This is an optimization exercise on Yosys and OpenROAD, whose aim is small area and a short achievable clock period, not a production implementation.
In this exercise RTL edits were held to simulation tests only and were not proved equivalent to the original.
Power and IR drop assume default switching activity.

## flow/design.v (module list and top-level ports; edited modules follow where they fit)
// module mac: 2721 lines
// module mac_fa: 4 lines
module mac (
    input  logic               i_nrst,
    input  logic               i_clk,
    input  logic signed  [7:0] i_a0, i_a1, i_a2, i_a3, i_a4, i_a5, i_a6, i_a7,
    input  logic signed  [7:0] i_b0, i_b1, i_b2, i_b3, i_b4, i_b5, i_b6, i_b7,
    output logic signed [18:0] o_res
);
  // ...
==> flow/flow/run.sh <==
#!/bin/bash
set -e
export BUFFER_PORTS_ARGS="-buffer_cell sky130_fd_sc_hd__buf_1"
bash standard.sh > standard.log 2>&1
==> flow/standard.sh <==
#!/bin/bash
# synth_recipe.tcl (not shown) runs the flow's synth.tcl, then flattens the netlist and writes it again
# the make line also repeats each setting of config.mk as NAME=value (left out here)
make -C /OpenROAD-flow-scripts/flow DESIGN_CONFIG=/design/flow/config.mk WORK_HOME=/design/flow/orfs CLKGATE_MAP_FILE= SYNTH_SCRIPT=/design/flow/synth_recipe.tcl "${@:-finish}"
==> flow/config.mk <==
export PLATFORM = sky130hd
export DESIGN_NAME = mac
export DESIGN_NICKNAME = mac
export VERILOG_FILES = /design/flow/design.v
export SDC_FILE = /design/flow/constraint.sdc
export NUM_CORES = 4
export LEC_CHECK = 0
export CAP_MARGIN = 20
export CORE_MARGIN = 5
export CORE_UTILIZATION = 60
export SETUP_SLACK_MARGIN = 2.8
export SLEW_MARGIN = 20
export SYNTH_HIERARCHICAL = 1
export SYNTH_MINIMUM_KEEP_SIZE = 0
==> flow/constraint.sdc <==
create_clock -name core_clock -period 5.5 [get_ports {i_clk}]
set_input_delay 1.1000 -clock core_clock [delete_from_list [all_inputs] [get_ports {i_clk}]]
set_output_delay 1.1000 -clock core_clock [all_outputs]
set_load 0.01 [all_outputs]
==> impl_metrics.csv, run 1 <==
group,metric,value,unit
finish,diodes,1,
floorplanning,die-area,0.0339,mm²
finish,largestRegisters,"r1: 163 flops, r2: 49 flops, res: 19 flops",
finish,drive_gt1_share,35.1,%
clocking,clk_path_buf_depth,3,
status,status,"finished clean",
sta,slew_headroom,51.9,%
pwr,p_sw_share,43.7,%
yosys,synth_area,0.0182,mm²
finish,area_dominant_class,"multi-input gates",
detailed_routing,wl_met3,6860,µm
sta,finalSetupTns,0,ps
worst_setup_path,crit-reg2reg-launch,"r1[101]",
finish,largest_reg_flops,163,
worst_setup_path,critPathKind,"reg2reg",
global_route,grt_pass1_vias,13472,
sta,hold_viol,0,
worst_setup_path,crit_required,5900,ps
pwr,cellPowerDensity,626,mW/mm²
pwr,comb-power,8430,µW
yosys,yosys.area_share.adder,54.7,%
pwr,p_seq_share,22.7,%
finish,nets,2231,
worst_setup_path,crit_chain,"fa_2, fa_1, fa_2, fa_2, fa_1",
finish,final_cells,2005,
detailed_routing,met2_length,28400,µm
finish,fill_cells,2128,
sta,clock_skew,13.5,ps
pwr,power,13200,µW
floorplanning,core,0.0298,mm²
detailed_routing,wl_met1,22400,µm
detailed_routing,drt_iter0_drc,940,
worst_setup_path,arrival,3120,ps
worst_hold_path,hp-start,"r1[8]",
place,dp_cells,1958,
yosys,synth_area_leader_cell,"fa_1",
floorplanning,initial_core_util,61.1,%
detailed_routing,viasPerCell,5.98,
yosys,yosysMostFrequentCell,"fa_1",
==> inputs of run 2 (changes only) <==
==> flow/flow/run.sh (replaced) <==
#!/bin/bash
set -e
export BUFFER_PORTS_ARGS="-buffer_cell sky130_fd_sc_hd__buf_1"
sed -E 's/SETUP_SLACK_MARGIN=[-0-9.]+/SETUP_SLACK_MARGIN=0/' standard.sh > standard_fp.sh
bash standard_fp.sh synth floorplan > standard_fp.log 2>&1
bash standard.sh > standard.log 2>&1
==> run 2 against run 1 <==
Largest power group unchanged. Fmax decreased by 1.2%. Core utilization fell by 3.4 points. Sequential cell count unchanged. Global-route usage shrank 3.1 points. Count of clock-buffer cells in the layout up 3. Largest cell class unchanged. Sequential share of layout area up 1.1 points. Still clean on timing, DRC and antenna. First-iteration DRC count fell by 9.5%. Synthesized area unchanged. Synthesized cell count stayed put. Cell count about the same.
==> impl_metrics.csv, run 2 <==
group,metric,value,unit
yosys,synth_top_area_share,53.4,%
worst_setup_path,crit_required,5900,ps
yosys,yosysSeqAreaShare,25.6,%
yosys,synth_top_family_by_area,"adder cells",
finish,drive_gt1_share,14.2,%
finish,layout_commonest_cell,"fa_1",
global_route,grt_overflow,0,
global_route,grt_pass1_vias,12954,
detailed_routing,met2_length,24800,µm
worst_setup_path,cpMostUsedCell,"fa_2",
global_route,antenna_found_initial,1,
yosys,synthSimpleGateAreaFrac,13.9,%
sta,clock_skew,17.4,ps
pwr,power,12700,µW
sta,slew_headroom,50.7,%
status,status,"finished clean",
global_route,grt_usage,33.5,%
sta,period_minus_slack,2750,ps
clocking,cts_sinks,233,
detailed_routing,drt_iter0_drc,851,
finish,nets,2230,
yosys,synth_ff_type,"dfxtp_1",
clocking,clk_path_buf_depth,3,
worst_setup_path,critPathKind,"reg2reg",
yosys,synth_area_leaders,"fa_1, dfxtp_1, nand2_1",
detailed_routing,ant_nets,0,
place,hpwl,46500,µm
yosys,yosysMostFrequentCell,"fa_1",
detailed_routing,drc,0,
sta,worstMarginPinSlew,740,ps
finish,synthToLayoutAreaGrowth,10.0,%
yosys,yosysUniqueCellTypes,43,
clocking,clk_latency,520,ps
floorplanning,die-area,0.0339,mm²
worst_setup_path,path_buf_inv,0,
yosys,synth_common_cells,"fa_1, nand2_1, dfxtp_1, clkbuf_1, and2_1",
worst_setup_path,arrival,3150,ps
worst_setup_path,cp-end-kind,"flop",
flow_run,cap_violations,0,
finish,largest_reg_flops,163,
finish,fin_area,0.0200,mm²
yosys,yosysWarnings,7,
yosys,synth_xor_xnor_area_share,0.337,%
yosys,synthArstFlopShare,0,%
floorplanning,die_x,184,µm
detailed_routing,drt-total-wl,54500,µm
place,place_ws,1890,ps
global_route,grt_pass1_wl,81800,µm
worst_setup_path,slowest_stage,"fa_2",
worst_setup_path,crit_chain,"fa_1, fa_2, fa_2, fa_2, fa_1",
yosys,synth_area_leader_cell,"fa_1",
pwr,ir_drop,0.365,mV
sta,finalSetupViolations,0,
sta,rsz0062_at_grt,"true",
sta,finalSetupTns,0,ps
clocking,path_clk_slew,70,ps
clocking,postCtsSetupRepairBufs,0,
pwr,power_leakage,0.00782,µW
finish,regMostFlops,"r1",
clocking,numCtsBuffers,26,
worst_hold_path,hp-class,"reg2reg",
yosys,synth_mux_area_share,0.275,%
clocking,cts_tree,"done",
clocking,cts_root_buffer,"clkbuf_16",
global_route,grt_max_degree,18,
yosys,synth_edf_count,0,
clocking,h-tree-depth,1,
floorplanning,rows,63,
detailed_routing,routedWlPerCell,27.2,µm
detailed_routing,firstDrtPassIters,5,
sta,fmaxAchievable,363,MHz
floorplanning,die_h,184,µm
yosys,ys_ff_latch,233,
worst_setup_path,critical-path-max-stage-delay,560,ps
sta,setup_slack,2750,ps
finish,largestRegisters,"r1: 163 flops, r2: 49 flops, res: 19 flops",
worst_setup_path,crit_family,"adder cells",
detailed_routing,via_count,11492,
sta,hold_viol,0,
yosys,syn_avg_cell_area,11.9,µm²
floorplanning,core,0.0298,mm²
worst_setup_path,setup.worst_path.start_class,"flop",
sta,slew_violations,0,
floorplanning,initial_core_util,61.1,%
yosys,yosys.area_share.adder,54.7,%
place,dpl_cell_area,0.0188,mm²
yosys,synth_compound_area_share,1.99,%
detailed_routing,wl_met3,7240,µm
yosys,synthCells,1531,
pwr,cellPowerDensity,634,mW/mm²
floorplanning,num_io_pins,149,
sta,finalCritPeriodShare,50.0,%
detailed_routing,highest_layer,"met5",
finish,final_cell_mix,"fa_1, nand2_1, dfxtp_1",
place,port_buffers,148,
worst_setup_path,cp_max_fo,1,
detailed_routing,wl_met1,21300,µm
place,gp_congestion,0.971,
detailed_routing,viasPerCell,5.73,
yosys,synth_area,0.0182,mm²
[run 2: final timing paths]
kind	from	to	slack (ps)	cells past startpoint
worst max-delay path	r1[100]	r2[28]	2750	5
worst max register to register	r1[100]	r2[28]	2750	5
worst min register to register	r1[8]	r2[3]	320	0
worst min-delay path	r1[8]	r2[3]	320	0
[run 2: power by group]
| part | switching (µW) | total (µW) | internal [µW] |
|---|---|---|---|
| Clock | 693 | 1720 | 1030 |
| Sequential | 434 | 3000 | 2570 |
| Combinational | 4410 | 7990 | 3590 |
| Total | 5530 | 12700 | 7180 |
[run 2: stage by stage]
stage	util, %	hold WS [ps]	cells
finish	67.3	324	2006
global route	67.2	335	2005
CTS	66.9	327	2005
detailed placement	63.2	314	1958
global placement	63.2	313	1958
floorplan	-	310	1538
[run 2: area by class of cell]
class | instances | area, µm²
repair buffers | 148 | 761
diodes | 1 | 2.50
multi-input cells | 1149 | 13100
inverters | 38 | 143
well taps | 390 | 488
clock buffers | 36 | 769
fillers | 2276 | 9760
flip-flops and latches | 233 | 4670
clock inverters | 11 | 96.3
[run 2: modules after synthesis, one instance, submodules excluded]
module	flops+latches	cells inside	area (µm²)
mac	233	1045	8480
mac_fa	0	1	20.0
[run 2: logic make-up (layout without fill, tap and decap cells)]
family	Yosys count	in the layout
buffers and inverters	156	233
flip-flops	233	233
AO/OA/AOI/OAI	52	52
adder cells (fa/ha/maj)	504	504
XOR/XNOR	7	7
multiplexers	5	5
AND/OR/NAND/NOR	572	572
other	2	10
[run 2: worst register-to-register path, stage by stage (launching register included)]
cell     delay, ps
dfxtp_4        360
fa_1           480
fa_2           570
fa_2           440
fa_2           360
fa_1           420
[run 2: repair_timing]
action,CTS,global route
pin swaps,5,14
endpoints found under the setup margin,150,50
endpoints found under the hold margin,0,0
gates resized for setup,153,51
hold buffers,0,0
[run 2: metal layers]
layer / up-vias / global-route usage [%]
met5: - / 0
met4: 2 / 6.39
met3: 106 / 13.4
met2: 701 / 52.0
met1: 5962 / 46.0
li1: 4721 / -
==> inputs of run 3 (changes only) <==
--- a/flow/config.mk
+++ b/flow/config.mk
@@ -10,3 +10,3 @@
 export CORE_UTILIZATION = 60
-export SETUP_SLACK_MARGIN = 2.8
+export SETUP_SLACK_MARGIN = 3.3
 export SLEW_MARGIN = 20
==> run 3 against run 2 <==
Still clean. Clock power hardly changed. Synthesized cell count stayed put. Synthesized area unchanged. Clock skew rose by 2.4 ps. Setup slack gained 27 ps. Cell area grew 21%. Power is 16% higher. Sequential share of layout area is 4.0 points lower. Largest cell class unchanged. Largest power group unchanged.
==> impl_metrics.csv, run 3 <==
group,metric,value,unit
worst_setup_path,critPathKind,"reg2reg",
finish,final_cell_mix,"fa_2, nand2_1, dfxtp_1",
floorplanning,die_h,184,µm
pwr,cellPowerDensity,606,mW/mm²
worst_setup_path,cp-end-kind,"flop",
detailed_routing,drt-total-wl,63100,µm
sta,slew_headroom,52.5,%
worst_hold_path,hp-class,"reg2reg",
clocking,h-tree-depth,1,
finish,largest_reg_flops,163,
detailed_routing,drt_iter0_drc,1187,
yosys,synth_area_leader_cell,"fa_1",
clocking,clk_latency,530,ps
finish,largestRegisters,"r1: 163 flops, r2: 49 flops, res: 19 flops",
detailed_routing,viasPerCell,6.09,
finish,synthToLayoutAreaGrowth,33.5,%
finish,nets,2276,
yosys,yosysMostFrequentCell,"fa_1",
global_route,top_usage_layer,"met2",
yosys,synthCells,1531,
global_route,grt_use_met3,12.9,%
global_route,grt_pass1_vias,13920,
yosys,synth_area_leaders,"fa_1, dfxtp_1, nand2_1",
place,port_buffers,148,
yosys,synth_ff_type,"dfxtp_1",
sta,worstMarginPinSlew,712,ps
worst_setup_path,crit_required,5900,ps
pwr,ir_drop,0.403,mV
worst_setup_path,cpMostUsedCell,"fa_2",
detailed_routing,firstDrtPassIters,5,
global_route,grt_usage,37.0,%
clocking,cts_tree,"done",
sta,slew_violations,0,
floorplanning,initial_core_util,61.1,%
sta,finalSetupViolations,0,
yosys,synth_common_cells,"fa_1, nand2_1, dfxtp_1, clkbuf_1, and2_1",
global_route,antenna_found_initial,5,
finish,seqCellArea,0.00470,mm²
detailed_routing,drc,0,
worst_setup_path,crit_chain,"fa_2, fa_1, fa_2, fa_2, fa_1",
finish,regMostFlops,"r1",
worst_setup_path,critical-path-max-stage-delay,550,ps
yosys,synth_area,0.0182,mm²
sta,clock_skew,19.7,ps
finish,layout_commonest_cell,"fa_2",
floorplanning,core,0.0298,mm²
global_route,grt_max_degree,18,
finish,multi_input_area,0.0152,mm²
detailed_routing,via_count,12494,
sta,fmaxAchievable,367,MHz
yosys,ys_ff_latch,233,
detailed_routing,routedWlPerCell,30.7,µm
yosys,synth_top_area_share,53.4,%
clocking,clk_path_buf_depth,3,
finish,final_util,81.6,%
yosys,syn_avg_cell_area,11.9,µm²
global_route,grt_pass1_wl,90300,µm
pwr,power_leakage,0.00908,µW
floorplanning,num_io_pins,149,
status,status,"finished clean",
finish,fill_cells,1556,
floorplanning,die_x,184,µm
yosys,synthArstFlopShare,0,%
worst_setup_path,arrival,3130,ps
detailed_routing,ant_nets,0,
pwr,power,14700,µW
worst_setup_path,slowest_stage,"fa_1",
place,gp_congestion,0.971,
sta,hold_viol,0,
worst_setup_path,cp_max_fo,1,
place,hpwl,46500,µm
finish,fin_area,0.0243,mm²
yosys,yosysSeqAreaShare,25.6,%
yosys,yosysUniqueCellTypes,43,
worst_setup_path,setup.worst_path.start_class,"flop",
sta,finalCritPeriodShare,49.5,%
yosys,yosysWarnings,7,
clocking,numCtsBuffers,26,
global_route,met2_usage,58.4,%
clocking,cts_root_buffer,"clkbuf_16",
clocking,path_clk_slew,70,ps
finish,drive_gt1_share,54.2,%
clocking,cts_sinks,233,
sta,rsz0062_at_grt,"true",
flow_run,cap_violations,0,
floorplanning,die-area,0.0339,mm²
place,dpl_cell_area,0.0188,mm²
sta,finalSetupTns,0,ps
global_route,grt_use_met1,49.3,%
yosys,synth_edf_count,0,
floorplanning,rows,63,
sta,period_minus_slack,2720,ps
global_route,grt_overflow,0,
[run 3: cell counts after synthesis]
No cell type changed its count.
[run 3: path summary, 6_finish.rpt]
path | to | slack [ps] | from | cells after the start
setup / recovery | r2[28] | 2780 | r1[100] | 5
hold / removal | r2[3] | 320 | r1[8] | 0
setup reg to reg | r2[28] | 2780 | r1[100] | 5
hold reg to reg | r2[3] | 320 | r1[8] | 0
[run 3: cell families after synthesis]
kind of cell / synth area share, %
AOI/OAI and AO/OA: 1.99
xor gates and xnor gates: 0.337
adders and majority gates: 54.7
buffers and inverters: 3.22
DFF: 25.6
muxes: 0.275
other: 0.0412
and+or+nand+nor: 13.9
[run 3: cell type report]
cell class	count	area share [%]
Clock inverter	11	0.396
Tap cell	390	2.01
Antenna cell	1	0.0103
Timing Repair Buffer	194	12.1
Inverter	38	0.587
Sequential cell	233	19.3
Multi-Input combinational cell	1149	62.4
Clock buffer	36	3.17
[run 3: through the flow]
stage / instances / hold WS, ps / setup WS (ps)
2_1_floorplan: 1538 / 310 / 2470
3_3_place_gp: 1958 / 313 / 1880
3_5_place_dp: 1958 / 314 / 1890
4_1_cts: 2038 / 327 / 2780
5_1_grt: 2051 / 335 / 2710
6_report: 2052 / 324 / 2780
[run 3: what timing repair did]
item                                    in CTS  in global routing
endpoints found under the setup margin     197                169
hold buffers                                 0                  0
buffers inserted                            33                 13
pin swaps                                  344                201
resized for setup                         1216                181
[run 3: critical path: cells and delay by family, from the launching register on]
family,cells,cell delay [ps]
flops,1,370
fa+ha+maj,5,2240
[run 3: layer usage]
| metal | routed length, µm | vias up |
|---|---|---|
| met5 | 62 | - |
| met4 | 3490 | 10 |
| met2 | 28800 | 996 |
| met3 | 8200 | 297 |
| met1 | 22500 | 6346 |
| li1 | - | 4845 |
[run 3: per-module statistics from Yosys (local to each module, per instance)]
module	times used	flip-flops and latches	cells
mac_fa	486	0	1
mac	1	233	1045
[run 3: power breakdown]
group / total [µW] / internal, µW / switching (µW)
clock: 1730 / 1030 / 700
sequential: 3030 / 2580 / 445
combinational: 9980 / 4810 / 5160
==> inputs of run 4 (changes only) <==
--- a/flow/config.mk
+++ b/flow/config.mk
@@ -10,3 +10,3 @@
 export CORE_UTILIZATION = 60
-export SETUP_SLACK_MARGIN = 3.3
+export SETUP_SLACK_MARGIN = 3.0
 export SLEW_MARGIN = 20
==> run 4 against run 3 <==
Still clean on timing, DRC and antenna. Die area is the same. Clock power barely moved. Cell count is 1.9% lower. Register-to-register slack barely moved. Core utilization decreased by 9.9 points. Fmax is 0.39% higher. Synthesized cell count did not move. Combinational power shrank 15%. Critical endpoint is now r2[31]. Largest cell class unchanged.
==> impl_metrics.csv, run 4 <==
group,metric,value,unit
status,status,"finished clean",
detailed_routing,routedWlPerCell,27.6,µm
worst_setup_path,path_buf_inv,0,
sta,period_minus_slack,2710,ps
sta,clock_skew,22.9,ps
detailed_routing,drt_iter0_drc,881,
yosys,synth_compound_area_share,1.99,%
detailed_routing,met2_length,25600,µm
finish,fin_area,0.0214,mm²
finish,fill_cells,2082,
detailed_routing,viasPerCell,5.78,
yosys,synth_top_family_by_area,"adder cells",
place,port_buffers,148,
yosys,yosysUniqueCellTypes,43,
yosys,synth_edf_count,0,
finish,largestRegisters,"r1: 163 flops, r2: 49 flops, res: 19 flops",
finish,seqCellArea,0.00469,mm²
pwr,ir_drop,0.397,mV
detailed_routing,drc,0,
clocking,path_clk_slew,60,ps
yosys,yosysMostFrequentCell,"fa_1",
clocking,clk_latency,530,ps
floorplanning,rows,63,
place,place_ws,1890,ps
finish,largest_reg_flops,163,
clocking,cts_root_buffer,"clkbuf_16",
clocking,h-tree-depth,1,
sta,slew_violations,0,
global_route,grt_overflow,0,
worst_setup_path,cp-end-kind,"flop",
yosys,ys_ff_latch,233,
floorplanning,core,0.0298,mm²
global_route,grt_max_degree,18,
sta,finalSetupTns,0,ps
place,gp_congestion,0.971,
clocking,cts_sinks,233,
yosys,yosysWarnings,7,
place,dpl_cell_area,0.0188,mm²
sta,slew_headroom,51.9,%
worst_setup_path,crit_chain,"fa_2, fa_2, fa_2, fa_2, fa_2",
worst_hold_path,hp-class,"reg2reg",
clocking,cts_tree,"done",
detailed_routing,highest_layer,"met5",
finish,drive_gt1_share,25.0,%
finish,regMostFlops,"r1",
detailed_routing,firstDrtPassIters,7,
detailed_routing,via_count,11647,
finish,final_cell_mix,"nand2_1, fa_1, dfxtp_1",
yosys,synth_xor_xnor_area_share,0.337,%
sta,worstMarginPinSlew,721,ps
yosys,synth_area,0.0182,mm²
sta,setup_slack,2790,ps
floorplanning,die_x,184,µm
global_route,grt_pass1_vias,13115,
worst_setup_path,setup.worst_path.start_class,"flop",
pwr,cellPowerDensity,619,mW/mm²
floorplanning,initial_core_util,61.1,%
worst_setup_path,critical-path-max-stage-delay,560,ps
yosys,synth_area_leaders,"fa_1, dfxtp_1, nand2_1",
yosys,synthSimpleGateAreaFrac,13.9,%
worst_setup_path,crit_required,5970,ps
yosys,yosys.area_share.adder,54.7,%
yosys,synth_area_leader_cell,"fa_1",
yosys,synth_top_area_share,53.4,%
sta,rsz0062_at_grt,"true",
pwr,power_leakage,0.00820,µW
worst_setup_path,cpMostUsedCell,"fa_2",
clocking,postCtsHoldBufs,0,
finish,layout_commonest_cell,"nand2_1",
finish,multi_input_area,0.0135,mm²
floorplanning,die-area,0.0339,mm²
worst_setup_path,slowest_stage,"fa_2",
yosys,syn_avg_cell_area,11.9,µm²
place,hpwl,46500,µm
sta,hold_viol,0,
clocking,numCtsBuffers,26,
worst_setup_path,arrival,3190,ps
yosys,synthCells,1531,
detailed_routing,wl_met3,7730,µm
sta,fmaxAchievable,368,MHz
yosys,synth_ff_type,"dfxtp_1",
worst_setup_path,critPathKind,"reg2reg",
worst_setup_path,cp_max_fo,1,
yosys,yosysSeqAreaShare,25.6,%
clocking,clk_path_buf_depth,3,
global_route,grt_usage,34.1,%
detailed_routing,drt-total-wl,55700,µm
worst_setup_path,crit_family,"adder cells",
yosys,synth_mux_area_share,0.275,%
sta,finalCritPeriodShare,49.3,%
detailed_routing,wl_met1,20900,µm
detailed_routing,ant_nets,0,
finish,synthToLayoutAreaGrowth,17.3,%
global_route,grt_pass1_wl,83300,µm
flow_run,cap_violations,0,
finish,nets,2238,
floorplanning,num_io_pins,149,
floorplanning,die_h,184,µm
global_route,antenna_found_initial,1,
yosys,synthArstFlopShare,0,%
yosys,synth_common_cells,"fa_1, nand2_1, dfxtp_1, clkbuf_1, and2_1",
sta,finalSetupViolations,0,
==> run 4: cell counts after synthesis <==
Identical to the previous run, type by type.
==> run 4: final timing paths <==
kind | from | end | slack, ps | cells after the start
hold reg to reg | r1[8] | r2[3] | 330 | 0
setup / recovery | r1[94] | r2[31] | 2790 | 5
setup reg to reg | r1[94] | r2[31] | 2790 | 5
hold / removal | r1[8] | r2[3] | 330 | 0
==> run 4: report_power, final <==
part | internal, µW | total (µW) | leakage [µW] | switching (µW)
Combinational | 3920 | 8490 | 0.00581 | 4560
Clock | 1030 | 1720 | 0.000432 | 693
Sequential | 2580 | 3010 | 0.00195 | 436
Total | 7530 | 13200 | 0.00820 | 5690
==> run 4: cell families after synthesis <==
| logic type | Yosys count |
|---|---|
| buf+inv | 156 |
| compound gates | 52 |
| xor+xnor | 7 |
| simple gates | 572 |
| mux | 5 |
| other cells | 2 |
| flops | 233 |
| fa+ha+maj | 504 |
==> run 4: worst register-to-register path: stages, from the launching register on <==
cell and delay (ps):
dfxtp_4 370, fa_2 410, fa_2 560, fa_2 440, fa_2 350, fa_2 520
==> run 4: final cells by class <==
type,count,area share [%]
multi-input combinational,1149,63.4
timing repair buffer,156,7.62
clock buffer,36,3.60
sequential,233,21.9
antenna,1,0.0117
clock inverter,11,0.451
inverter,38,0.668
tap,390,2.28
==> run 4: per-layer routing <==
layer,up-vias,global-route usage (%)
met5,-,0
met2,757,53.4
met4,2,6.65
met1,6002,45.4
met3,134,15.0
li1,4752,-
==> run 4: stage by stage <==
| stage | util (%) | power [µW] | hold WS [ps] | instances |
|---|---|---|---|---|
| 6_report | 71.7 | 13200 | 325 | 2014 |
| 5_1_grt | 71.7 | 14700 | 335 | 2013 |
| 4_1_cts | 69.9 | 13100 | 327 | 2011 |
| 3_5_place_dp | 63.2 | 10800 | 314 | 1958 |
| 3_3_place_gp | 63.2 | 10500 | 313 | 1958 |
| 2_1_floorplan | - | 8310 | 310 | 1538 |
==> run 4: per-module statistics from Yosys (local to each module, per instance) <==
module | cells | cell area [µm²] | flops+latches
mac | 1045 | 8480 | 233
mac_fa | 1 | 20.0 | 0
==> run 4: what timing repair did <==
item,in CTS,in global routing
pin swaps,114,115
endpoints found under the setup margin,163,80
gates resized for setup,455,170
buffers inserted,6,2
==> inputs of run 5 (changes only) <==
--- a/flow/config.mk
+++ b/flow/config.mk
@@ -10,3 +10,3 @@
 export CORE_UTILIZATION = 60
-export SETUP_SLACK_MARGIN = 3.0
+export SETUP_SLACK_MARGIN = 2.7
 export SLEW_MARGIN = 20
==> run 5 against run 4 <==
Clock power hardly changed. Non-clock buffer count is 8 lower. Power is 4.7% lower. Critical endpoint is now r1[46]. Largest cell class unchanged.
==> impl_metrics.csv, run 5 <==
group,metric,value,unit
yosys,yosys.area_share.adder,54.7,%
yosys,yosysWarnings,7,
clocking,clk_path_buf_depth,3,
finish,drive_gt1_share,11.4,%
sta,finalCritPeriodShare,51.0,%
yosys,synth_common_cells,"fa_1, nand2_1, dfxtp_1, clkbuf_1, and2_1",
finish,final_cell_mix,"fa_1, nand2_1, dfxtp_1",
yosys,syn_avg_cell_area,11.9,µm²
finish,synthToLayoutAreaGrowth,9.32,%
yosys,synth_compound_area_share,1.99,%
worst_setup_path,critPathKind,"in2reg",
pwr,power,12600,µW
detailed_routing,firstDrtPassIters,5,
floorplanning,rows,63,
detailed_routing,viasPerCell,5.72,
worst_setup_path,crit_required,5880,ps
finish,regMostFlops,"r1",
place,place_ws,1890,ps
sta,period_minus_slack,2800,ps
finish,largest_reg_flops,163,
worst_setup_path,setup.worst_path.start_class,"primary input",
yosys,yosysUniqueCellTypes,43,
yosys,yosysMostFrequentCell,"fa_1",
yosys,synth_edf_count,0,
status,status,"finished clean",
clocking,numCtsBuffers,26,
clocking,cts_sinks,233,
sta,finalSetupViolations,0,
yosys,yosysSeqAreaShare,25.6,%
floorplanning,num_io_pins,149,
sta,clock_skew,25.2,ps
detailed_routing,ant_nets,0,
global_route,grt_pass1_vias,12893,
yosys,synthSimpleGateAreaFrac,13.9,%
yosys,synth_mux_area_share,0.275,%
floorplanning,die-area,0.0339,mm²
finish,layout_commonest_cell,"fa_1",
finish,nets,2230,
worst_setup_path,arrival,3180,ps
floorplanning,initial_core_util,61.1,%
yosys,synth_area_leader_cell,"fa_1",
detailed_routing,drc,0,
worst_setup_path,cp-end-kind,"flop",
yosys,synth_area_leaders,"fa_1, dfxtp_1, nand2_1",
sta,worstMarginPinSlew,734,ps
sta,hold_viol,0,
detailed_routing,via_count,11476,
sta,fmaxAchievable,357,MHz
yosys,synthArstFlopShare,0,%
global_route,antenna_found_initial,1,
detailed_routing,drt_iter0_drc,973,
yosys,synthCells,1531,
clocking,h-tree-depth,1,
sta,setup_slack,2700,ps
global_route,grt_usage,33.4,%
clocking,cts_root_buffer,"clkbuf_16",
place,port_buffers,148,
place,hpwl,46500,µm
detailed_routing,routedWlPerCell,27.1,µm
floorplanning,die_x,184,µm
place,gp_congestion,0.971,
sta,finalSetupTns,0,ps
detailed_routing,drt-total-wl,54400,µm
worst_hold_path,hp-class,"reg2reg",
clocking,path_clk_slew,60,ps
yosys,synth_top_area_share,53.4,%
finish,final_util,66.8,%
detailed_routing,highest_layer,"met5",
finish,final_cells,2007,
detailed_routing,wl_met1,21200,µm
pwr,ir_drop,0.361,mV
place,dp_cells,1958,
detailed_routing,met2_length,24900,µm
yosys,synth_top_family_by_area,"adder cells",
sta,slew_violations,0,
worst_setup_path,cp_max_fo,8,
pwr,power_leakage,0.00777,µW
pwr,cellPowerDensity,633,mW/mm²
sta,rsz0062_at_grt,"true",
finish,largestRegisters,"r1: 163 flops, r2: 49 flops, res: 19 flops",
yosys,synth_ff_type,"dfxtp_1",
sta,slew_headroom,51.0,%
global_route,grt_pass1_wl,81600,µm
clocking,clk_latency,530,ps
floorplanning,core,0.0298,mm²
yosys,synth_xor_xnor_area_share,0.337,%
clocking,cts_tree,"done",
global_route,grt_max_degree,18,
yosys,ys_ff_latch,233,
floorplanning,die_h,184,µm
flow_run,cap_violations,0,
global_route,grt_overflow,0,
yosys,synth_area,0.0182,mm²
detailed_routing,wl_met3,7230,µm
-- run 5: changes by cell type in the layout (fill, tap and decap cells not counted), sizes merged --
cell and delta:
buf -51, clkbuf +43, diode +1
-- run 5: repair_timing --
item | in CTS | in global routing
buffers inserted | 0 | 0
hold buffers | 0 | 0
gates resized for setup | 76 | 62
endpoints found under the setup margin | 95 | 65
hold endpoints to repair | 0 | 0
pin swaps | 1 | 4
-- run 5: report_power, final --
part / total, µW / internal, µW / switching [µW]
sequential: 3000 / 2560 / 433
combinational: 7870 / 3510 / 4360
clock: 1720 / 1030 / 695
-- run 5: path summary, 6_finish.rpt --
path                               from  endpoint  slack, ps  cells past startpoint
worst min-delay path              r1[8]     r2[3]        330                      0
worst max register to register  r1[100]    r2[28]       2760                      5
worst max-delay path            i_a1[3]    r1[46]       2700                      5
worst min register to register    r1[8]     r2[3]        330                      0
-- run 5: per-layer routing --
metal	up-vias	GRT usage [%]
li1	4722	-
met1	6023	46.1
met2	641	51.9
met3	88	13.2
met4	2	6.15
met5	-	0
-- run 5: area by class of cell --
| class | count | area [µm²] |
|---|---|---|
| Tap cell | 390 | 488 |
| Multi-Input combinational cell | 1149 | 13000 |
| Inverter | 38 | 143 |
| Fill cell | 2291 | 9890 |
| Clock buffer | 36 | 769 |
| Sequential cell | 233 | 4670 |
| Timing Repair Buffer | 148 | 698 |
| Clock inverter | 11 | 96.3 |
| Antenna cell | 2 | 5.00 |
-- run 5: cell families after synthesis --
family / after synthesis
buf+inv: 156
simple gates: 572
other cells: 2
compound gates: 52
xor+xnor: 7
fa+ha+maj: 504
flops: 233
mux: 5
-- run 5: critical path: stages --
cell and delay [ps]:
buf_1 430, nand2_1 170, fa_1 480, fa_1 540, fa_1 450
-- run 5: Yosys stat by module, one instance, submodules excluded --
| module | flops+latches | cell area [µm²] | cells | times used |
|---|---|---|---|---|
| mac_fa | 0 | 20.0 | 1 | 486 |
| mac | 233 | 8480 | 1045 | 1 |
-- run 5: stage by stage --
step	instance area [µm²]	hold WS (ps)
after global routing	19900	335
final	19900	325
after detailed placement	18800	314
after CTS	19800	327
after global placement	18800	313
after floorplan	18200	310
==> inputs of run 6 (changes only) <==
--- a/flow/config.mk
+++ b/flow/config.mk
@@ -10,3 +10,3 @@
 export CORE_UTILIZATION = 60
-export SETUP_SLACK_MARGIN = 2.7
+export SETUP_SLACK_MARGIN = 2.6
 export SLEW_MARGIN = 20
==> run 6 against run 5 <==
Sequential cell count did not move. Cell area down 0.65%. Wire length is 0.24% lower. Clock power is essentially flat. Critical path type unchanged. Synthesized cell count did not move. Sequential power hardly changed. Combinational power fell by 2%. Core utilization shrank 0.44 points. Count of clock-buffer cells in the layout unchanged.
==> impl_metrics.csv, run 6 <==
group,metric,value,unit
yosys,yosysUniqueCellTypes,43,
detailed_routing,drc,0,
worst_setup_path,critPathKind,"in2reg",
clocking,numCtsBuffers,26,
place,place_ws,1890,ps
yosys,synth_edf_count,0,
floorplanning,core,0.0298,mm²
yosys,ys_ff_latch,233,
detailed_routing,highest_layer,"met5",
yosys,synthArstFlopShare,0,%
global_route,grt_pass1_vias,12854,
sta,clock_skew,24.1,ps
finish,regMostFlops,"r1",
pwr,p_seq_share,24.0,%
pwr,p_sw_share,43.7,%
finish,seqCellArea,0.00467,mm²
pwr,cellPowerDensity,630,mW/mm²
global_route,grt_max_degree,18,
worst_hold_path,hp-class,"reg2reg",
yosys,synthCells,1531,
finish,final_cell_mix,"fa_1, nand2_1, dfxtp_1",
global_route,grt_pass1_wl,81400,µm
floorplanning,rows,63,
sta,worstMarginPinSlew,710,ps
yosys,synth_top_area_share,53.4,%
floorplanning,die_x,184,µm
detailed_routing,routedWlPerCell,27.1,µm
sta,slew_headroom,52.6,%
worst_setup_path,startpoint,"i_b3[4]",
global_route,antenna_found_initial,1,
sta,fmaxAchievable,335,MHz
worst_setup_path,arrival,3420,ps
sta,finalCritPeriodShare,54.3,%
clocking,clk_latency,540,ps
worst_setup_path,crit_end,"r1[82]",
sta,finalSetupViolations,0,
detailed_routing,drt_iter0_drc,966,
finish,final_cells,2005,
yosys,yosysWarnings,7,
worst_setup_path,ff2ff_path_depth,5,
place,port_buffers,148,
place,hpwl,46500,µm
finish,synthToLayoutAreaGrowth,8.60,%
worst_setup_path,rr_endpoint,"r2[34]",
status,status,"finished clean",
finish,diodes,0,
detailed_routing,met2_length,24700,µm
finish,largestRegisters,"r1: 163 flops, r2: 49 flops, res: 19 flops",
pwr,combPwrFrac,62.2,%
yosys,synth_area_leaders,"fa_1, dfxtp_1, nand2_1",
pwr,p_sw,5440,µW
worst_setup_path,crit-reg2reg-launch,"r1[94]",
floorplanning,die-area,0.0339,mm²
finish,drive_gt1_share,6.63,%
clocking,cts_sinks,233,
sta,finalSetupTns,0,ps
worst_setup_path,cp_max_fo,8,
worst_setup_path,setup.worst_path.start_class,"primary input",
yosys,yosysMostFrequentCell,"fa_1",
floorplanning,num_io_pins,149,
clocking,h-tree-depth,1,
place,dpl_cell_area,0.0188,mm²
clocking,cts_tree,"done",
clocking,path_clk_slew,60,ps
worst_setup_path,r2r_setup_slack,2680,ps
flow_run,cap_violations,0,
floorplanning,initial_core_util,61.1,%
place,dp_cells,1958,
pwr,ir_drop,0.363,mV
floorplanning,die_h,184,µm
pwr,power_leakage,0.00763,µW
detailed_routing,via_count,11556,
pwr,internal_power,7010,µW
sta,slew_violations,0,
worst_setup_path,cp-end-kind,"flop",
detailed_routing,wl_met1,21000,µm
sta,rsz0062_at_grt,"true",
yosys,synth_ff_type,"dfxtp_1",
global_route,grt_usage,33.4,%
global_route,grt_overflow,0,
yosys,yosysSeqAreaShare,25.6,%
place,gp_congestion,0.971,
finish,multi_input_area,0.0130,mm²
worst_setup_path,critical-path-max-stage-delay,700,ps
detailed_routing,ant_nets,0,
clocking,postCtsHoldBufs,0,
clocking,clk_path_buf_depth,3,
worst_setup_path,cpMostUsedCell,"fa_1",
clocking,cts_root_buffer,"clkbuf_16",
pwr,pwr-share-clk,13.8,%
finish,fill_cells,2321,
worst_setup_path,slowest_stage,"fa_1",
sta,setup_slack,2520,ps
yosys,syn_avg_cell_area,11.9,µm²
sta,period_minus_slack,2980,ps
detailed_routing,drt-total-wl,54300,µm
finish,nets,2230,
detailed_routing,viasPerCell,5.76,
finish,layout_commonest_cell,"fa_1",
yosys,synth_area,0.0182,mm²
sta,holdWs,325,ps
finish,fin_area,0.0198,mm²
detailed_routing,firstDrtPassIters,5,
worst_setup_path,crit_required,5930,ps
sta,hold_viol,0,
detailed_routing,wl_met3,7490,µm
finish,largest_reg_flops,163,
yosys,synth_common_cells,"fa_1, nand2_1, dfxtp_1, clkbuf_1, and2_1",
worst_setup_path,crit_chain,"buf_1, nand2_1, fa_1, fa_1, fa_1",
yosys,synth_area_leader_cell,"fa_1",
[run 6: cell types whose count changed in the layout (fill, tap and decap cells not counted), sizes merged]
cell / delta
clkbuf: +4
buf: -4
diode: -2
[run 6: layer usage]
| layer | vias up | GRT usage [%] |
|---|---|---|
| met1 | 5996 | 46.2 |
| met4 | 2 | 6.18 |
| met3 | 97 | 13.1 |
| li1 | 4722 | - |
| met5 | - | 0 |
| met2 | 739 | 51.6 |
[run 6: Yosys stat by module, one instance, submodules excluded]
module / flops+latches / cells / times used / area [µm²]
mac_fa: 0 / 1 / 486 / 20.0
mac: 233 / 1045 / 1 / 8480
[run 6: timing repair]
item | CTS | global route
setup endpoints to repair | 30 | 61
setup buffers | 0 | 0
gates cloned | 0 | 0
resized for setup | 8 | 52
[run 6: power groups by stage]
| stage | combinational, µW | clock (µW) | sequential (µW) |
|---|---|---|---|
| global placement | 7520 | 0 | 3000 |
| finish | 7750 | 1720 | 2990 |
| detailed placement | 7770 | 0 | 3020 |
| CTS | 7820 | 1750 | 2990 |
| floorplan | 5410 | 0 | 2900 |
| global route | 8970 | 1820 | 3070 |
[run 6: final cells by class]
class,count,share of cell area (%)
Clock buffer,36,3.89
Clock inverter,11,0.487
Inverter,38,0.721
Multi-Input combinational cell,1149,65.7
Sequential cell,233,23.6
Tap cell,390,2.47
Timing Repair Buffer,148,3.17
[run 6: worst max-delay path: cells and delay by family]
family,cells,cell delay (ps)
buffers and inverters,1,370
adder cells (fa/ha/maj),3,1780
AND/OR/NAND/NOR,1,160
[run 6: how the worst min path moves through the flow]
stage | depth (start not counted) | start | slack, ps | end
after detailed placement | 0 | r1[8] | 310 | r2[3]
after floorplan | 0 | r1[0] | 310 | r2[0]
after CTS | 0 | r1[8] | 330 | r2[3]
after global routing | 0 | r1[0] | 330 | r2[0]
after global placement | 0 | r1[1] | 310 | r2[1]
final | 0 | r1[8] | 330 | r2[3]
[run 6: logic make-up after synthesis]
kind of cell	after synthesis	share of synthesized area, %
and+or+nand+nor	572	13.9
DFF	233	25.6
adders and majority gates	504	54.7
other	2	0.0412
muxes	5	0.275
buffers and inverters	156	3.22
AOI/OAI and AO/OA	52	1.99
xor gates and xnor gates	7	0.337
[run 6: metrics by stage]
stage | util (%) | total power, µW
after floorplan | - | 8310
after global placement | 63.2 | 10500
after detailed placement | 63.2 | 10800
after CTS | 66.2 | 12600
after global routing | 66.4 | 13900
final | 66.4 | 12500
==> inputs of run 7 (changes only) <==
--- a/flow/config.mk
+++ b/flow/config.mk
@@ -10,3 +10,3 @@
 export CORE_UTILIZATION = 60
-export SETUP_SLACK_MARGIN = 2.6
+export SETUP_SLACK_MARGIN = 2.9
 export SLEW_MARGIN = 20
==> run 7 against run 6 <==
Clock skew shrank 2.0 ps. Die area stayed put. Non-clock buffer count rose by 4. Combinational power up 6.1%.
==> impl_metrics.csv, run 7 <==
group,metric,value,unit
status,status,"finished clean",
worst_setup_path,critPathKind,"in2reg",
finish,final_util,68.8,%
worst_setup_path,cp-end-kind,"flop",
yosys,ys_ff_latch,233,
clocking,clk_path_buf_depth,3,
worst_setup_path,cp_max_fo,8,
floorplanning,die_x,184,µm
floorplanning,initial_core_util,61.1,%
finish,layout_commonest_cell,"fa_1",
floorplanning,die_h,184,µm
global_route,grt_max_degree,18,
place,dpl_cell_area,0.0188,mm²
yosys,synth_area_leaders,"fa_1, dfxtp_1, nand2_1",
clocking,postCtsHoldBufs,0,
clocking,numCtsBuffers,26,
sta,fmaxAchievable,363,MHz
floorplanning,core,0.0298,mm²
sta,hold_viol,0,
flow_run,cap_violations,0,
detailed_routing,routedWlPerCell,27.2,µm
sta,finalSetupViolations,0,
yosys,synthArstFlopShare,0,%
sta,finalSetupTns,0,ps
finish,fin_area,0.0205,mm²
detailed_routing,firstDrtPassIters,7,
yosys,yosysSeqAreaShare,25.6,%
sta,finalCritPeriodShare,50.1,%
place,gp_congestion,0.971,
finish,drive_gt1_share,18.3,%
floorplanning,num_io_pins,149,
global_route,grt_usage,33.7,%
pwr,ir_drop,0.379,mV
finish,nets,2234,
clocking,clk_latency,530,ps
yosys,synth_area_leader_cell,"fa_1",
floorplanning,rows,63,
global_route,grt_pass1_wl,82200,µm
worst_setup_path,setup.worst_path.start_class,"primary input",
finish,largest_reg_flops,163,
finish,synthToLayoutAreaGrowth,12.6,%
finish,largestRegisters,"r1: 163 flops, r2: 49 flops, res: 19 flops",
finish,regMostFlops,"r1",
detailed_routing,drt_iter0_drc,954,
detailed_routing,ant_nets,0,
place,hpwl,46500,µm
detailed_routing,drc,0,
global_route,antenna_found_initial,1,
floorplanning,die-area,0.0339,mm²
pwr,cellPowerDensity,631,mW/mm²
yosys,synth_edf_count,0,
worst_setup_path,ff2ff_path_depth,5,
global_route,grt_overflow,0,
clocking,cts_sinks,233,
yosys,yosysUniqueCellTypes,43,
worst_hold_path,hp-class,"reg2reg",
detailed_routing,viasPerCell,5.76,
pwr,power_leakage,0.00794,µW
finish,fill_cells,2206,
worst_setup_path,arrival,3200,ps
worst_setup_path,crit_required,5950,ps
yosys,yosysMostFrequentCell,"fa_1",
sta,slew_headroom,52.5,%
yosys,synth_top_area_share,53.4,%
detailed_routing,drt-total-wl,54600,µm
sta,period_minus_slack,2750,ps
yosys,synth_ff_type,"dfxtp_1",
yosys,synth_area,0.0182,mm²
clocking,cts_root_buffer,"clkbuf_16",
finish,final_cell_mix,"fa_1, nand2_1, dfxtp_1",
sta,worstMarginPinSlew,712,ps
detailed_routing,via_count,11593,
place,port_buffers,148,
clocking,h-tree-depth,1,
yosys,synthCells,1531,
sta,rsz0062_at_grt,"true",
yosys,syn_avg_cell_area,11.9,µm²
yosys,synth_common_cells,"fa_1, nand2_1, dfxtp_1, clkbuf_1, and2_1",
sta,clock_skew,22.0,ps
worst_hold_path,min_path_cells,0,
clocking,cts_tree,"done",
sta,slew_violations,0,
yosys,yosysWarnings,7,
global_route,grt_pass1_vias,12923,
clocking,path_clk_slew,60,ps
## run 7: logic make-up (layout without fill, tap and decap cells)
kind of cell,Yosys count,after routing,share of synthesized area [%]
and+or+nand+nor,572,572,13.9
DFF,233,233,25.6
buffers and inverters,156,237,3.22
other,2,11,0.0412
adders and majority gates,504,504,54.7
xor gates and xnor gates,7,7,0.337
muxes,5,5,0.275
AOI/OAI and AO/OA,52,52,1.99
## run 7: what timing repair did
action,4_1_cts,5_1_grt
pin swaps,24,67
resized for setup,234,152
endpoints found under the setup margin,159,78
setup buffers,2,2
## run 7: modules after synthesis (local to each module, per instance)
module  area (µm²)  times used  cells  flip-flops and latches
mac_fa        20.0         486      1                       0
mac           8480           1   1045                     233
## run 7: final timing paths
kind / startpoint / to / slack, ps
worst max register to register: r1[100] / r2[28] / 2790
worst max-delay path: i_a3[1] / r1[82] / 2750
worst min-delay path: r1[8] / r2[3] / 320
worst min register to register: r1[8] / r2[3] / 320
## run 7: worst max-delay path: stages
cell,delay (ps)
clkbuf_4,170
and2_1,190
fa_1,510
fa_1,560
fa_2,670
## run 7: stage by stage
step / power (µW) / hold WS (ps) / setup WS [ps] / instances
final: 12900 / 324 / 2750 / 2011
after global routing: 14400 / 335 / 2720 / 2009
after CTS: 12900 / 327 / 2770 / 2007
after detailed placement: 10800 / 314 / 1890 / 1958
after global placement: 10500 / 313 / 1880 / 1958
after floorplan: 8310 / 310 / 2470 / 1538
## run 7: power by group
part | switching [µW] | leakage (µW) | internal [µW] | total, µW
Clock | 689 | 0.000432 | 1030 | 1720
Combinational | 4470 | 0.00555 | 3750 | 8220
Sequential | 437 | 0.00195 | 2570 | 3010
Total | 5600 | 0.00794 | 7350 | 12900
## run 7: layout make-up
cell class / instances / area (µm²) / share of cell area [%]
Timing Repair Buffer: 152 / 1070 / 5.20
Sequential cell: 233 / 4680 / 22.8
Antenna cell: 2 / 5.00 / 0.0244
Tap cell: 390 / 488 / 2.38
Clock inverter: 11 / 96.3 / 0.470
Inverter: 38 / 143 / 0.695
Multi-Input combinational cell: 1149 / 13300 / 64.7
Clock buffer: 36 / 769 / 3.75
## run 7: per-layer routing
metal,part of all wire (%),global-route usage (%),up-vias
li1,-,-,4734
met1,39,46.2,6037
met2,46,52.4,713
met3,13,13.6,107
met4,2.3,5.97,2
met5,0.024,0,-
==> inputs of run 8 (changes only) <==
--- a/flow/config.mk
+++ b/flow/config.mk
@@ -9,4 +9,6 @@
 export CORE_MARGIN = 5
-export CORE_UTILIZATION = 60
-export SETUP_SLACK_MARGIN = 2.9
+export CORE_UTILIZATION = 70
+export CTS_CLUSTER_DIAMETER = 100
+export CTS_CLUSTER_SIZE = 30
+export SETUP_SLACK_MARGIN = 2.8
 export SLEW_MARGIN = 20
==> run 8 against run 7 <==
Non-clock buffer count is 3 lower. Combinational power fell by 0.9%. Largest cell class unchanged. Count of clock-buffer cells in the layout decreased by 23. Register-to-register slack worse by 30 ps. Global-route usage grew 4.9 points. Still clean. Power decreased by 5.9%. Via count rose by 2.4%. Critical endpoint is now r2[31]. Sequential share of layout area grew 1.2 points. Die area fell by 14%. Largest power group unchanged. Sequential cell count unchanged. Core utilization grew 6.6 points. Synthesized area did not move.
==> impl_metrics.csv, run 8 <==
group,metric,value,unit
yosys,synth_top_area_share,53.4,%
finish,largestRegisters,"r1: 163 flops, r2: 49 flops, res: 19 flops",
pwr,power_leakage,0.00758,µW
floorplanning,die_h,171,µm
floorplanning,initial_core_util,70.5,%
detailed_routing,drt-total-wl,53800,µm
finish,fin_area,0.0195,mm²
place,port_buffers,148,
yosys,synth_common_cells,"fa_1, nand2_1, dfxtp_1, clkbuf_1, and2_1",
detailed_routing,drc,0,
yosys,synthCells,1531,
sta,finalSetupTns,0,ps
finish,regMostFlops,"r1",
global_route,antenna_found_initial,2,
global_route,grt_pass1_vias,13211,
finish,drive_gt1_share,12.4,%
pwr,combPwrFrac,66.9,%
flow_run,cap_violations,0,
yosys,synthArstFlopShare,0,%
yosys,yosysUniqueCellTypes,43,
floorplanning,num_io_pins,149,
clocking,clk_latency,490,ps
yosys,synth_area,0.0182,mm²
floorplanning,die-area,0.0293,mm²
worst_setup_path,arrival,3110,ps
worst_setup_path,setup.worst_path.start_class,"flop",
worst_setup_path,slowest_stage,"fa_2",
detailed_routing,routedWlPerCell,28.0,µm
pwr,ir_drop,0.930,mV
place,hpwl,45800,µm
worst_setup_path,cpMostUsedCell,"fa_2",
detailed_routing,firstDrtPassIters,5,
clocking,h-tree-depth,1,
worst_setup_path,cp-end-kind,"flop",
pwr,pwr-share-clk,8.4,%
floorplanning,rows,59,
detailed_routing,ant_nets,0,
detailed_routing,drt_iter0_drc,1458,
clocking,cts_tree,"done",
pwr,internal_power,6650,µW
yosys,syn_avg_cell_area,11.9,µm²
pwr,cellPowerDensity,626,mW/mm²
finish,multi_input_area,0.0131,mm²
global_route,grt_max_degree,31,
place,gp_congestion,1.06,
sta,clock_skew,8.09,ps
yosys,synth_area_leaders,"fa_1, dfxtp_1, nand2_1",
yosys,yosysWarnings,7,
worst_setup_path,r2r_setup_slack,2760,ps
sta,fmaxAchievable,365,MHz
yosys,synth_edf_count,0,
finish,fill_cells,1692,
worst_setup_path,rr_endpoint,"r2[31]",
sta,rsz0062_at_grt,"true",
worst_setup_path,critical-path-max-stage-delay,560,ps
sta,worstMarginPinSlew,661,ps
finish,layout_commonest_cell,"fa_1",
yosys,yosysSeqAreaShare,25.6,%
clocking,cts_sinks,233,
clocking,clk_path_buf_depth,3,
clocking,postCtsHoldBufs,0,
pwr,p_sw,5540,µW
worst_hold_path,holdPathEnd,"r2[3]",
finish,final_cell_mix,"fa_1, nand2_1, dfxtp_1",
worst_setup_path,critPathKind,"reg2reg",
worst_setup_path,crit_family,"adder cells",
sta,finalSetupViolations,0,
worst_setup_path,crit_required,5880,ps
floorplanning,core,0.0258,mm²
worst_hold_path,hp-start,"r1[8]",
place,dpl_cell_area,0.0188,mm²
clocking,cts_root_buffer,"clkbuf_16",
sta,period_minus_slack,2740,ps
yosys,synth_area_leader_cell,"fa_1",
clocking,numCtsBuffers,12,
detailed_routing,viasPerCell,6.18,
finish,nets,2217,
detailed_routing,via_count,11872,
finish,diodes,0,
worst_hold_path,min_path_cells,0,
pwr,p_sw_share,45.4,%
status,status,"finished clean",
clocking,path_clk_slew,110,ps
finish,synthToLayoutAreaGrowth,6.97,%
worst_hold_path,hp-class,"reg2reg",
pwr,p_seq_share,24.7,%
global_route,grt_overflow,0,
finish,seqCellArea,0.00467,mm²
global_route,grt_pass1_wl,80900,µm
finish,largest_reg_flops,163,
sta,slew_violations,0,
sta,slew_headroom,55.9,%
floorplanning,die_x,171,µm
yosys,ys_ff_latch,233,
worst_setup_path,ff2ff_path_depth,5,
worst_setup_path,crit_chain,"fa_1, fa_2, fa_2, fa_2, fa_1",
worst_setup_path,cp_max_fo,1,
pwr,power,12200,µW
yosys,yosysMostFrequentCell,"fa_1",
worst_setup_path,crit-reg2reg-launch,"r1[98]",
sta,finalCritPeriodShare,49.8,%
global_route,grt_usage,38.6,%
yosys,synth_ff_type,"dfxtp_1",
worst_setup_path,path_buf_inv,0,
sta,hold_viol,0,
## run 8: cell counts after synthesis
No cell type changed its count.
## run 8: final cells by class
cell class                 instances  share of cell area, %
sequential                       233                   24.0
clock inverter                     3                  0.231
inverter                          38                  0.732
multi-input combinational       1149                   67.2
timing repair buffer             149                   4.03
clock buffer                      13                   1.67
tap                              335                   2.15
## run 8: cell families (layout without fill, tap and decap cells)
logic type,after synthesis,count (layout),share of synthesized area (%)
simple gates,572,572,13.9
fa+ha+maj,504,504,54.7
flops,233,233,25.6
buf+inv,156,203,3.22
compound gates,52,52,1.99
xor+xnor,7,7,0.337
mux,5,5,0.275
other cells,2,9,0.0412
## run 8: through the flow
| step | hold WS, ps | setup slack, ps | utilization (%) | std cells |
|---|---|---|---|---|
| after floorplan | 310 | 2470 | - | 1538 |
| after global placement | 312 | 1920 | 72.6 | 1903 |
| after detailed placement | 314 | 1900 | 72.6 | 1903 |
| after CTS | 340 | 2750 | 74.9 | 1919 |
| after global routing | 350 | 2730 | 75.4 | 1920 |
| final | 337 | 2760 | 75.4 | 1920 |
## run 8: layer usage
layer / up-vias / GRT usage (%) / part of all wire (%)
met4: 0 / 8.72 / 3.1
met3: 173 / 14.8 / 15
met2: 958 / 61.0 / 46
li1: 4675 / - / -
met5: - / 0 / 0
met1: 6066 / 52.3 / 36
## run 8: how the worst max path moves through the flow
stage / to / startpoint / depth (start not counted)
after floorplan: r1[82] / i_a3[1] / 5
after global placement: r1[62] / i_b0[6] / 5
after detailed placement: r1[62] / i_b0[6] / 5
after CTS: r2[31] / r1[105] / 5
after global routing: r2[31] / r1[69] / 5
final: r2[31] / r1[98] / 5
## run 8: per-module statistics from Yosys (local to each module, per instance)
| module | times used | cells inside |
|---|---|---|
| mac | 1 | 1045 |
| mac_fa | 486 | 1 |
## run 8: power by group through the flow
stage	clock network (µW)	registers, µW	logic [µW]
after floorplan	0	2900	5410
after global placement	0	3000	7350
after detailed placement	0	3030	7880
after CTS	1040	3000	8080
after global routing	1110	3080	9260
final	1030	3010	8150
## run 8: worst reg2reg max path, stage by stage (launching register included)
cell	delay, ps
dfxtp_1	370
fa_1	460
fa_2	560
fa_2	450
fa_2	360
fa_1	430
## run 8: what timing repair did
item / CTS / global route
setup buffers: 0 / 1
pin swaps: 7 / 17
gates resized for setup: 152 / 51
endpoints found under the setup margin: 148 / 48
endpoints found under the hold margin: 0 / 0
==> inputs of run 9 (changes only) <==
--- a/flow/config.mk
+++ b/flow/config.mk
@@ -9,5 +9,6 @@
 export CORE_MARGIN = 5
-export CORE_UTILIZATION = 70
+export CORE_UTILIZATION = 60
 export CTS_CLUSTER_DIAMETER = 100
 export CTS_CLUSTER_SIZE = 30
+export GPL_ROUTABILITY_DRIVEN = 0
 export SETUP_SLACK_MARGIN = 2.8
==> run 9 against run 8 <==
Combinational power down 3.2%. Worst hold slack worse by 2.6 ps. Via count down 3.0%. Count of clock-buffer cells in the layout unchanged. Sequential share of layout area down 0.076 points. Still clean. Die area up 16%. Critical path depth unchanged. Largest cell class unchanged. Wire length down 1.5%. First-iteration DRC count down 24%. Clock skew up 3.9 ps. Global-route usage down 6.1 points. Register-to-register slack about the same.
==> impl_metrics.csv, run 9 <==
group,metric,value,unit
yosys,synth_mux_area_share,0.275,%
yosys,yosysUniqueCellTypes,43,
detailed_routing,viasPerCell,5.82,
finish,fill_cells,2359,
detailed_routing,ant_nets,0,
yosys,yosysMostFrequentCell,"fa_1",
yosys,synth_edf_count,0,
yosys,yosysWarnings,7,
sta,slew_headroom,52.3,%
global_route,grt_pass1_wl,80000,µm
finish,largest_reg_flops,163,
global_route,grt_max_degree,31,
clocking,cts_sinks,233,
pwr,power_leakage,0.00758,µW
pwr,ir_drop,0.366,mV
yosys,syn_avg_cell_area,11.9,µm²
finish,synthToLayoutAreaGrowth,7.28,%
yosys,synthSimpleGateAreaFrac,13.9,%
clocking,clk_latency,490,ps
clocking,numCtsBuffers,12,
sta,hold_viol,0,
yosys,synth_area_leader_cell,"fa_1",
worst_setup_path,startpoint,"r1[100]",
clocking,cts_tree,"done",
status,status,"finished clean",
sta,slew_violations,0,
finish,multi_input_area,0.0131,mm²
sta,finalSetupTns,0,ps
finish,drive_gt1_share,12.2,%
detailed_routing,via_count,11511,
sta,period_minus_slack,2740,ps
detailed_routing,firstDrtPassIters,5,
finish,regMostFlops,"r1",
floorplanning,initial_core_util,61.1,%
worst_setup_path,crit-reg2reg-launch,"r1[100]",
clocking,path_clk_slew,120,ps
worst_setup_path,cp_max_fo,1,
sta,fmaxAchievable,365,MHz
worst_setup_path,critPathKind,"reg2reg",
worst_hold_path,hp-start,"r1[0]",
detailed_routing,drt_iter0_drc,1112,
sta,finalCritPeriodShare,49.8,%
floorplanning,rows,63,
finish,layout_commonest_cell,"fa_1",
sta,finalSetupViolations,0,
clocking,clk_path_buf_depth,3,
clocking,cts_root_buffer,"clkbuf_16",
finish,seqCellArea,0.00467,mm²
sta,rsz0062_at_grt,"true",
place,hpwl,45800,µm
yosys,synth_xor_xnor_area_share,0.337,%
finish,diodes,0,
floorplanning,die_h,184,µm
yosys,synth_area,0.0182,mm²
worst_setup_path,crit_required,5880,ps
sta,worstMarginPinSlew,715,ps
pwr,cellPowerDensity,609,mW/mm²
worst_setup_path,setup.worst_path.start_class,"flop",
global_route,antenna_found_initial,2,
finish,fin_area,0.0195,mm²
yosys,ys_ff_latch,233,
global_route,grt_pass1_vias,12823,
yosys,yosysSeqAreaShare,25.6,%
finish,nets,2219,
yosys,synth_top_family_by_area,"adder cells",
yosys,synthCells,1531,
worst_setup_path,cp-end-kind,"flop",
flow_run,cap_violations,0,
detailed_routing,routedWlPerCell,26.8,µm
finish,final_cell_mix,"fa_1, nand2_1, dfxtp_1",
place,port_buffers,148,
yosys,synthArstFlopShare,0,%
worst_hold_path,hp-class,"reg2reg",
yosys,synth_ff_type,"dfxtp_1",
detailed_routing,drc,0,
worst_setup_path,arrival,3120,ps
yosys,synth_compound_area_share,1.99,%
floorplanning,num_io_pins,149,
global_route,grt_overflow,0,
sta,clock_skew,12.0,ps
global_route,grt_usage,32.5,%
yosys,synth_top_area_share,53.4,%
floorplanning,die_x,184,µm
place,dpl_cell_area,0.0188,mm²
pwr,power,11900,µW
yosys,yosys.area_share.adder,54.7,%
clocking,h-tree-depth,1,
yosys,synth_area_leaders,"fa_1, dfxtp_1, nand2_1",
detailed_routing,drt-total-wl,53000,µm
floorplanning,core,0.0298,mm²
floorplanning,die-area,0.0339,mm²
finish,largestRegisters,"r1: 163 flops, r2: 49 flops, res: 19 flops",
yosys,synth_common_cells,"fa_1, nand2_1, dfxtp_1, clkbuf_1, and2_1",
worst_setup_path,r2r_setup_slack,2760,ps
-- run 9: cell families (layout without fill, tap and decap cells) --
family / count (synthesis) / count (layout)
mux: 5 / 5
other cells: 2 / 9
simple gates: 572 / 572
xor+xnor: 7 / 7
flops: 233 / 233
compound gates: 52 / 52
buf+inv: 156 / 205
fa+ha+maj: 504 / 504
-- run 9: what timing repair did --
| item | in CTS | in global routing |
|---|---|---|
| resized for setup | 155 | 38 |
| setup endpoints to repair | 152 | 40 |
| pin swaps | 9 | 21 |
| hold buffers | 0 | 0 |
| buffers inserted | 0 | 3 |
-- run 9: area by class of cell --
type / count / share of cell area, %
clock inverters: 3 / 0.231
clock buffers: 13 / 1.67
flip-flops and latches: 233 / 23.9
inverters: 38 / 0.730
repair buffers: 151 / 4.02
well taps: 390 / 2.50
multi-input cells: 1149 / 66.9
-- run 9: Yosys stat by module, one instance, submodules excluded --
module / cells / area, µm²
mac: 1045 / 8480
mac_fa: 1 / 20.0
-- run 9: path summary, 6_finish.rpt --
kind	to	depth (start not counted)
min	r2[0]	0
max	r2[28]	5
min reg2reg	r2[0]	0
max reg2reg	r2[28]	5
-- run 9: metal layers --
layer / share of wire [%] / wire, µm / vias up / GRT usage (%)
met1: 40 / 21100 / 6022 / 46.5
met3: 13 / 6790 / 100 / 10.2
met5: 0.013 / 7 / - / 0
met2: 45 / 24100 / 714 / 51.0
li1: - / - / 4673 / -
met4: 1.9 / 1030 / 2 / 5.18
-- run 9: critical path, cell delays in order, from the launching register on --
cell and delay [ps]:
dfxtp_2 360, fa_1 510, fa_1 540, fa_2 440, fa_2 350, fa_1 420
-- run 9: per-stage QoR --
step	std cells	setup WS [ps]	util, %	hold WS [ps]
floorplan	1538	2470	-	310
global placement	1958	1950	63.2	312
global route	1977	2720	65.6	347
detailed placement	1958	1930	63.2	321
finish	1977	2760	65.6	335
CTS	1974	2750	65.2	339
-- run 9: where the power goes --
part | total, µW | switching [µW] | leakage [µW] | internal, µW
sequential | 2980 | 416 | 0.00195 | 2560
combinational | 7890 | 4330 | 0.00545 | 3560
clock | 1020 | 577 | 0.000181 | 446
==> inputs of run 10 (changes only) <==
--- a/flow/config.mk
+++ b/flow/config.mk
@@ -12,3 +12,2 @@
 export CTS_CLUSTER_SIZE = 30
-export GPL_ROUTABILITY_DRIVEN = 0
 export SETUP_SLACK_MARGIN = 2.8
==> run 10 against run 9 <==
Still clean. Sequential share of layout area down 0.077 points. Die area did not move. Count of clock-buffer cells in the layout unchanged. Cell area up 0.43%. Critical endpoint unchanged.
==> impl_metrics.csv, run 10 <==
group,metric,value,unit
status,status,"finished clean",
sta,hold_viol,0,
finish,regMostFlops,"r1",
yosys,synthCells,1531,
floorplanning,core,0.0298,mm²
detailed_routing,ant_nets,0,
sta,clock_skew,29.8,ps
yosys,ys_ff_latch,233,
clocking,cts_root_buffer,"clkbuf_16",
detailed_routing,via_count,11416,
place,gp_congestion,0.971,
place,port_buffers,148,
clocking,numCtsBuffers,13,
worst_setup_path,cpMostUsedCell,"fa_2",
yosys,synth_common_cells,"fa_1, nand2_1, dfxtp_1, clkbuf_1, and2_1",
worst_setup_path,critical-path-max-stage-delay,570,ps
yosys,yosysWarnings,7,
worst_setup_path,arrival,3120,ps
clocking,h-tree-depth,1,
place,hpwl,46500,µm
worst_setup_path,path_buf_inv,0,
finish,final_cell_mix,"fa_1, nand2_1, dfxtp_1",
sta,slew_violations,0,
sta,finalCritPeriodShare,49.8,%
finish,largest_reg_flops,163,
global_route,grt_usage,33.4,%
place,dp_cells,1958,
clocking,clk_path_buf_depth,3,
clocking,clk_latency,490,ps
yosys,yosysUniqueCellTypes,43,
pwr,power,12000,µW
floorplanning,die-area,0.0339,mm²
finish,drive_gt1_share,13.4,%
finish,final_cells,1975,
floorplanning,num_io_pins,149,
yosys,synth_area,0.0182,mm²
sta,finalSetupTns,0,ps
worst_setup_path,crit_family,"adder cells",
finish,nets,2217,
pwr,cellPowerDensity,610,mW/mm²
global_route,grt_max_degree,31,
floorplanning,die_x,184,µm
worst_setup_path,cp-end-kind,"flop",
clocking,cts_tree,"done",
pwr,ir_drop,0.373,mV
yosys,yosysSeqAreaShare,25.6,%
detailed_routing,firstDrtPassIters,5,
yosys,synth_edf_count,0,
finish,diodes,0,
worst_setup_path,crit_required,5880,ps
finish,largestRegisters,"r1: 163 flops, r2: 49 flops, res: 19 flops",
yosys,synth_top_area_share,53.4,%
clocking,postCtsSetupRepairBufs,0,
worst_setup_path,slowest_stage,"fa_2",
yosys,synth_area_leader_cell,"fa_1",
sta,setup_slack,2760,ps
yosys,synth_ff_type,"dfxtp_1",
detailed_routing,drt-total-wl,54200,µm
sta,fmaxAchievable,365,MHz
finish,synthToLayoutAreaGrowth,7.74,%
floorplanning,die_h,184,µm
worst_hold_path,hp-class,"reg2reg",
global_route,grt_pass1_wl,81200,µm
sta,worstMarginPinSlew,669,ps
pwr,power_leakage,0.00758,µW
flow_run,cap_violations,0,
global_route,grt_pass1_vias,12741,
detailed_routing,drt_iter0_drc,989,
worst_setup_path,cp_max_fo,1,
floorplanning,rows,63,
global_route,grt_overflow,0,
yosys,synthArstFlopShare,0,%
yosys,synth_area_leaders,"fa_1, dfxtp_1, nand2_1",
sta,period_minus_slack,2740,ps
clocking,path_clk_slew,110,ps
detailed_routing,drc,0,
yosys,yosysMostFrequentCell,"fa_1",
worst_setup_path,critPathKind,"reg2reg",
detailed_routing,routedWlPerCell,27.4,µm
finish,final_util,65.8,%
finish,layout_commonest_cell,"fa_1",
floorplanning,initial_core_util,61.1,%
worst_setup_path,crit_chain,"fa_1, fa_2, fa_2, fa_2, fa_1",
yosys,syn_avg_cell_area,11.9,µm²
finish,fill_cells,2319,
sta,finalSetupViolations,0,
clocking,cts_sinks,233,
sta,slew_headroom,55.4,%
global_route,antenna_found_initial,1,
detailed_routing,viasPerCell,5.78,
worst_setup_path,setup.worst_path.start_class,"flop",
place,place_ws,1890,ps
sta,rsz0062_at_grt,"true",
run 10: cell type report:
class                      count  area [µm²]  share of cell area [%]
clock inverter                 4        80.1                   0.408
timing repair buffer         148         781                    3.98
inverter                      38         143                   0.727
multi-input combinational   1149       13100                    66.9
tap                          390         488                    2.49
sequential                   233        4680                    23.8
clock buffer                  13         325                    1.66
run 10: cell families after synthesis:
| group | synth area share [%] |
|---|---|
| and+or+nand+nor | 13.9 |
| adders and majority gates | 54.7 |
| DFF | 25.6 |
| buffers and inverters | 3.22 |
| AOI/OAI and AO/OA | 1.99 |
| xor gates and xnor gates | 0.337 |
| muxes | 0.275 |
| other | 0.0412 |
run 10: path summary, 6_finish.rpt:
path         startpoint  endpoint  slack, ps  depth (start not counted)
max              r1[79]    r2[28]       2760                          5
min               r1[0]     r2[0]        340                          0
max reg2reg      r1[79]    r2[28]       2760                          5
min reg2reg       r1[0]     r2[0]        340                          0
run 10: through the flow:
step / instance area, µm² / hold WS (ps)
2_1_floorplan: 18200 / 310
3_3_place_gp: 18800 / 313
3_5_place_dp: 18800 / 314
4_1_cts: 19500 / 338
5_1_grt: 19600 / 343
6_report: 19600 / 340
run 10: where the power goes:
| part | internal [µW] | switching [µW] |
|---|---|---|
| logic | 3560 | 4340 |
| registers | 2560 | 437 |
| clock network | 460 | 604 |
run 10: worst reg2reg max path: stages, from the launching register on:
cell and delay, ps:
dfxtp_1 400, fa_1 460, fa_2 570, fa_2 440
fa_2 350, fa_1 420
run 10: layer usage:
layer / wire (µm) / global-route usage (%) / vias up / part of all wire (%)
li1: - / - / 4666 / -
met5: 20 / 0 / - / 0.037
met1: 21000 / 46.0 / 5997 / 39
met4: 954 / 5.65 / 2 / 1.8
met3: 7350 / 13.3 / 83 / 14
met2: 24800 / 52.1 / 668 / 46
run 10: timing repair:
item	in CTS	in global routing
resized for setup	153	70
hold buffers	0	0
pin swaps	4	17
endpoints found under the setup margin	155	56
run 10: per-module statistics from Yosys (local to each module, per instance):
module / flip-flops and latches / copies in the design / area, µm²
mac: 233 / 1 / 8480
mac_fa: 0 / 486 / 20.0

[re-timing with driven ports]
The results above use ideal ports. As a check the final layouts listed here were re-extracted and re-timed, cells and wires unchanged. Step 1: set_driving_cell puts a clkbuf_16 on i_clk and a buf_2 on each other input, an assumption about the parent block. Step 2 adds t to the input delays and takes it off the output delays; t is the mean of the earliest and latest rising clock arrival at the registers after step 1. Input paths then give back, and output paths get back, about the clock's delay inside the block. a / b / c = ideal ports / drivers / drivers and shift; a / b = the first two.
run | shift t [ns] | setup WS [ns] | hold WS [ns] | cell pins on the clock port's net
run 1 | 0.572 | 2.781 / 2.781 / 2.249 | 0.326 / 0.326 / 0.326 | 1
run 2 | 0.573 | 2.749 / 2.749 / 2.231 | 0.324 / 0.324 / 0.324 | 1
run 3 | 0.573 | 2.776 / 2.776 / 2.297 | 0.324 / 0.324 / 0.324 | 1
run 4 | 0.575 | 2.786 / 2.786 / 2.275 | 0.325 / 0.325 / 0.325 | 1
run 5 | 0.574 | 2.697 / 2.720 / 2.146 | 0.325 / 0.325 / 0.325 | 1
run 6 | 0.576 | 2.516 / 2.545 / 1.969 | 0.325 / 0.325 / 0.325 | 1
run 7 | 0.572 | 2.746 / 2.775 / 2.203 | 0.324 / 0.324 / 0.324 | 1
run 8 | 0.540 | 2.763 / 2.763 / 2.266 | 0.337 / 0.337 / 0.337 | 1
run 9 | 0.536 | 2.760 / 2.760 / 2.282 | 0.335 / 0.335 / 0.335 | 1
run 10 | 0.528 | 2.761 / 2.761 / 2.269 | 0.340 / 0.340 / 0.340 | 1
After both steps every run listed still meets setup and hold. For run 5, which loses most, drivers alone change the setup slack by +0.023 ns; drivers and shift together by -0.551 ns.
